Background: an optimization exercise with open tools, aiming at small area. Do not read the settings as production practice.
RTL that was checked went through simulation tests only; none was proved equivalent to the original.

## aes_bp_graph_coloring
module aes_bp_graph_coloring (
  input           clk,
  input  [7:0] share0_in,
  input  [7:0] share1_in,
  input  [51:0] rand_bit_share0,
  input  [51:0] rand_bit_share1,
  output [7:0] o_share0,
  output [7:0] o_share1
);
For scale: about 860 cells after synthesis, about 140 I/O pins.
export LEC_CHECK = 0
export CAP_MARGIN = 20
export CORE_MARGIN = 2
export CORE_UTILIZATION = 40
export GPL_TIMING_DRIVEN = 0
export SLEW_MARGIN = 20
export SYNTH_HIERARCHICAL = 1
create_clock -name core_clock -period 5.0 [get_ports {clk}]
standard.sh (not shown) runs the stock make flow with config.mk's settings and CLKGATE_MAP_FILE= SYNTH_SCRIPT=/design/flow/synth_recipe.tcl, a recipe that flattens the netlist after the stock synthesis.
==> flow/flow/run.sh <==
#!/bin/bash
set -euo pipefail
bash standard.sh "BUFFER_PORTS_ARGS=-buffer_cell sky130_fd_sc_hd__buf_1" "CTS_ARGS=-sink_clustering_enable -repair_clock_nets -dont_use_dummy_load -buf_list sky130_fd_sc_hd__clkbuf_4 -sink_clustering_size 10 -sink_clustering_max_diameter 50" finish > standard_flow.log 2>&1
The baseline completed with no timing, DRC or antenna violations.
Rerun with:
==> flow/flow/run.sh (replaced) <==
#!/bin/bash
set -euo pipefail
bash standard.sh "BUFFER_PORTS_ARGS=-buffer_cell sky130_fd_sc_hd__buf_1" "CTS_ARGS=-sink_clustering_enable -repair_clock_nets -dont_use_dummy_load -buf_list sky130_fd_sc_hd__clkbuf_4 -sink_clustering_size 11 -sink_clustering_max_diameter 50" finish > standard_flow.log 2>&1
Via count does not change.
First-iteration DRC count climbs by 1.5%.
Wire length barely changes.
Count of clock-buffer cells in the layout drops by 2.

Another version of the RTL of aes_bp_graph_coloring (not shown whole).
Size: roughly 260 flip-flops, about 12,000 sq um of cells after synthesis.
make LEC_CHECK=0 CAP_MARGIN=20 CORE_MARGIN=2 CORE_UTILIZATION=40 CTS_BUF_LIST=sky130_fd_sc_hd__clkbuf_4 CTS_CLUSTER_SIZE=12 SLEW_MARGIN=20 finish   # period 5.0 ns
run.sh (not shown) runs the stock make flow with config.mk's settings and CLKGATE_MAP_FILE= SYNTH_SCRIPT=/design/flow/synth_recipe.tcl, a recipe that flattens the netlist after the stock synthesis.
Stock flow here: none of the scripts above is used.
Then changed:
ABC_AREA = 1   (was default)
ABC_CLOCK_PERIOD_IN_PS = 20000   (was default)
CTS_BUF_LIST = default   (was sky130_fd_sc_hd__clkbuf_4)
CTS_CLUSTER_SIZE = default   (was 12)
After rerunning: The new run produced a clean layout. Worst hold slack is better by 0.034 ns. Routed wire length rises by 15%. Synthesized cell count increases by 44%. Cell count climbs by 29%. Maximum frequency rises by 19%. Non-clock buffer count fell by 2.
Then changed:
ABC_AREA = default   (was 1)
Result: Via count fell by 24%. Clock skew falls by 0.015 ns. Cell area fell by 6.4%. Routed wire length falls by 13%. Flip-flop and latch count is unchanged. Register-to-register slack gets worse by 0.71 ns. Critical path depth goes down by 3.
Then changed:
ABC_AREA = 1   (was default)
ABC_CLOCK_PERIOD_IN_PS = default   (was 20000)
Effect: Cell area is higher by a few percent; global-route usage is higher by 1.4 points; via count is higher by a quarter to a third; clock skew is higher by 0.015 ns; setup slack improves by 0.50 ns; fmax is higher by roughly a tenth; synthesized cell count is higher by well over a third.
Function was not checked in any run of this note: the RTL went through the layout flow alone.

Setup of run A:
Another version of the RTL of aes_bp_graph_coloring (not shown whole).
Size in the first run: roughly 910 cells after synthesis, about 140 I/O pins.
export LEC_CHECK = 0
export CAP_MARGIN = 20
export CORE_MARGIN = 2
export CORE_UTILIZATION = 40
export SLEW_MARGIN = 20
export SYNTH_HIERARCHICAL = 1
create_clock -name core_clock -period 5.0 [get_ports {clk}]
standard.sh (not shown) runs the stock make flow with config.mk's settings and CLKGATE_MAP_FILE= SYNTH_SCRIPT=/design/flow/synth_recipe.tcl, a recipe that flattens the netlist after the stock synthesis.
==> flow/flow/run.sh <==
#!/bin/bash
set -euo pipefail
bash standard.sh "BUFFER_PORTS_ARGS=-buffer_cell sky130_fd_sc_hd__buf_1" "CTS_ARGS=-sink_clustering_enable -repair_clock_nets -dont_use_dummy_load" finish > standard_flow.log 2>&1
### run A -> run B
==> flow/flow/run.sh <==
#!/bin/bash
set -euo pipefail
bash standard.sh "BUFFER_PORTS_ARGS=-buffer_cell sky130_fd_sc_hd__buf_1" "CTS_ARGS=-sink_clustering_enable -repair_clock_nets -dont_use_dummy_load -buf_list sky130_fd_sc_hd__clkbuf_2 -sink_clustering_size 6 -sink_clustering_max_diameter 30" finish > standard_flow.log 2>&1
--- outcome ---
- In run B the minimum clock period turned out 0.24 ns higher than in run A.
- Average routed wire per standard cell of run B falls short of that of run A slightly.
- Per the comparison of run B with run A, pin slew with the least headroom to its limit saw an increase, proportion of layout cells with a drive suffix above 1 saw an increase.
- Looking at fraction of area in multi-input gates, run B sits above run A.
Edits applied to the flow inputs when going from run B to run C:
==> flow/flow/run.sh <==
#!/bin/bash
set -euo pipefail
bash standard.sh "BUFFER_PORTS_ARGS=-buffer_cell sky130_fd_sc_hd__buf_1" "CTS_ARGS=-sink_clustering_enable -repair_clock_nets -dont_use_dummy_load -buf_list sky130_fd_sc_hd__clkbuf_4 -sink_clustering_size 8 -sink_clustering_max_diameter 40" finish > standard_flow.log 2>&1
Findings:
- Compared run C against run B; wire length within noise.
- Timing startpoint of the critical path = m37_r4_1$_DFF_P_: run B; timing startpoint of the critical path = m39_r4_1$_DFF_P_: run C
- Going from run B to run C, the net count of the finished layout was found to have gone down by about 1%.
- Run C leaves more setup margin than run B.
- Re total of clock buffers placed in the layout: run C and run B aren't equal, and the higher value belongs to run B.
- Looking at run C and run B, the global routing usage on met1 is a wash.
- [compare] base=run B new=run C: sequential share of layout area moved down, total vias in the final route moved down, via count of the first global-routing pass moved down.
Relative to run C, the following input files were edited for run D:
==> flow/flow/run.sh <==
#!/bin/bash
set -euo pipefail
bash standard.sh "BUFFER_PORTS_ARGS=-buffer_cell sky130_fd_sc_hd__buf_1" "CTS_ARGS=-sink_clustering_enable -repair_clock_nets -dont_use_dummy_load -buf_list sky130_fd_sc_hd__clkbuf_8 -sink_clustering_size 20 -sink_clustering_max_diameter 80" finish > standard_flow.log 2>&1
--- outcome ---
Side by side, reg2reg setup slack turned out higher in run D than in run C.
Relative to run C, run D improves setup slack.
Run D ends up with a count of antenna diodes in the layout that is 1 lower than in run C.
Core utilization: run D vs run C down 0.33 points
### run D -> run E
==> flow/flow/run.sh <==
#!/bin/bash
set -euo pipefail
bash standard.sh "BUFFER_PORTS_ARGS=-buffer_cell sky130_fd_sc_hd__buf_1" "CTS_ARGS=-sink_clustering_enable -repair_clock_nets -dont_use_dummy_load -buf_list sky130_fd_sc_hd__clkbuf_4 -sink_clustering_size 10 -sink_clustering_max_diameter 50" finish > standard_flow.log 2>&1
[summary]
- Run E: all stages complete, timing, DRC and antenna checks passed
- Per the comparison of run E with run D, portion of the clock cycle consumed by the worst path in the final layout increased by 2.8 points relative to the old numbers, clock transition at the registers of the reported paths ~0 delta.
- Run E against run D: final period demand of the worst path increased by 0.14 ns relative to the old numbers, total global-route track usage increased 0.16 points.
- Run D → run E: worst setup slack shows a reduction of 0.14 ns, flip-flop and latch count after synthesis shows no meaningful change, flip-flop and latch count shows no meaningful change, number of buffers on the longest clock path shows no meaningful change.
- The lower met3 demand-to-capacity share in global routing of run E and run D is in run D.
- Largest net degree at the start of global routing for run E: 7 down relative to run D

Setup of run 1:
aes_bp_graph_coloring with an RTL version that a note above also has.
Size in the first run: about 1200 cells after synthesis, about 140 I/O pins, about 12000 µm² of cells after synthesis.
==> flow/config.mk <==
export PLATFORM = sky130hd
export DESIGN_NAME = aes_bp_graph_coloring
export DESIGN_NICKNAME = aes_bp_graph_coloring
export VERILOG_FILES = /design/flow/design.v
export SDC_FILE = /design/flow/constraint.sdc
export NUM_CORES = 4
export LEC_CHECK = 0
export CAP_MARGIN = 20
export CORE_MARGIN = 2
export CORE_UTILIZATION = 40
export CTS_BUF_LIST = sky130_fd_sc_hd__clkbuf_8
export CTS_CLUSTER_SIZE = 24
export SLEW_MARGIN = 20
==> flow/constraint.sdc <==
create_clock -name core_clock -period 5.0 [get_ports {clk}]
set_input_delay 1.0000 -clock core_clock [delete_from_list [all_inputs] [get_ports {clk}]]
set_output_delay 1.0000 -clock core_clock [all_outputs]
set_load 0.01 [all_outputs]
run.sh (not shown) runs the stock make flow with config.mk's settings and CLKGATE_MAP_FILE= SYNTH_SCRIPT=/design/flow/synth_recipe.tcl, a recipe that flattens the netlist after the stock synthesis.
Stock flow here: none of the scripts above is used.
> inputs changed (run 1 -> run 2)
Settings: CTS_CLUSTER_SIZE: 24 -> unset; CTS_BUF_LIST: sky130_fd_sc_hd__clkbuf_8 -> unset.
[summary]
Run 2 finished end to end and its layout was clean on timing, DRC and antenna.
Compared with run 1, run 2 shows a final area that is 60 µm² higher.
Of run 2 and run 1, run 2 shows the lower sequential fraction of total cell area, with run 1 above it.
Measured against each other, run 2 and run 1 differ in final critical-path share of the clock period, the lower figure coming from run 2.
Comparing run 2 and run 1, register-to-register slack is higher on run 1.
Inputs modified between run 2 and run 3:
==> flow/flow/run.sh (new file) <==
#!/bin/bash
set -euo pipefail
bash standard.sh "BUFFER_PORTS_ARGS=-buffer_cell sky130_fd_sc_hd__buf_1" finish > standard_flow.log 2>&1
==> flow/standard.sh (new file) <==
#!/bin/bash
# synth_recipe.tcl (not shown) runs the flow's synth.tcl, then flattens the netlist and writes it again
# the make line also repeats each setting of config.mk as NAME=value (left out here)
make -C /OpenROAD-flow-scripts/flow DESIGN_CONFIG=/design/flow/config.mk WORK_HOME=/design/flow/orfs CLKGATE_MAP_FILE= SYNTH_SCRIPT=/design/flow/synth_recipe.tcl "${@:-finish}"
removed: flow/run.sh
## What came out
- The flow did not stop early for run 3: all stages ran, and the layout cleared the timing, DRC and antenna checks.
- Run 3 vs. run 2: utilization after layout lower; cell area after placement shrank by about 4%; flip-flop and latch share of the layout cell area moved up; met2 usage fell by 0.96 points.
- Delta (run 3 minus run 2): clock-buffer cell count saw a decrease; finished layout cell area saw a decrease.
No functional check of the RTL was part of any run of this note.

==> what the ideal ports hide <==
How much do the figures lean on ideal ports? The routed layouts below were timed once more, with nothing changed but the port constraints.
Step 1 sets driving cells, clkbuf_16 on the clock port and buf_2 on the other inputs (assumed; they add their load-dependent delay and slew).
Step 2 times the ports against the registers' clock, not the clock port: input delays grow and output delays shrink by t, the midpoint of the rising clock arrivals with the driver on.
a / b / c = ideal / step 1 / step 2; a / b = the first two.
| run | t (ns) | setup slack, ns | hold slack, ns | worst register clock-pin slew, ns | worst data-port slew with drivers (ns) |
|---|---|---|---|---|---|
| the first run of note 1 | 0.673 | 0.412 / 0.373 / 0.590 | 0.300 / 0.300 / 0.300 | 0.11 / 0.11 | 0.03 |
| the second run of note 1 | 0.671 | 0.384 / 0.344 / 0.593 | 0.327 / 0.327 / 0.327 | 0.12 / 0.12 | 0.03 |
| the first run of note 2 | 0.738 | 0.463 / 0.419 / 1.044 | 0.286 / 0.286 / 0.286 | 0.07 / 0.07 | 0.04 |
| the second run of note 2 | 0.582 | 1.178 / 1.124 / 1.706 | 0.320 / 0.320 / 0.320 | 0.06 / 0.06 | 0.04 |
| the third run of note 2 | 0.558 | 0.679 / 0.628 / 1.061 | 0.315 / 0.315 / 0.315 | 0.07 / 0.07 | 0.04 |
| the fourth run of note 2 | 0.582 | 1.178 / 1.124 / 1.706 | 0.320 / 0.320 / 0.320 | 0.06 / 0.06 | 0.04 |
| run A | 0.541 | 1.176 / 1.133 / 1.060 | 0.306 / 0.306 / 0.306 | 0.06 / 0.06 | 0.04 |
| run B | 0.760 | 0.935 / 0.897 / 1.134 | 0.298 / 0.298 / 0.298 | 0.12 / 0.12 | 0.04 |
| run C | 0.631 | 1.085 / 1.045 / 1.064 | 0.293 / 0.293 / 0.293 | 0.09 / 0.09 | 0.04 |
| run D | 0.531 | 1.133 / 1.091 / 1.083 | 0.310 / 0.310 / 0.310 | 0.12 / 0.12 | 0.04 |
| run E | 0.665 | 0.994 / 0.954 / 1.065 | 0.322 / 0.322 / 0.322 | 0.12 / 0.12 | 0.04 |
| run 1 | 0.570 | 0.649 / 0.603 / 1.079 | 0.312 / 0.312 / 0.312 | 0.07 / 0.07 | 0.04 |
| run 2 | 0.558 | 0.679 / 0.628 / 1.061 | 0.315 / 0.315 / 0.315 | 0.07 / 0.07 | 0.04 |
| run 3 | 0.551 | 1.083 / 1.032 / 1.392 | 0.318 / 0.318 / 0.318 | 0.07 / 0.07 | 0.03 |
After both steps every run listed still meets setup and hold. The setup slack of run A, which loses most, moves by -0.043 ns with the drivers and by -0.116 ns with both steps.
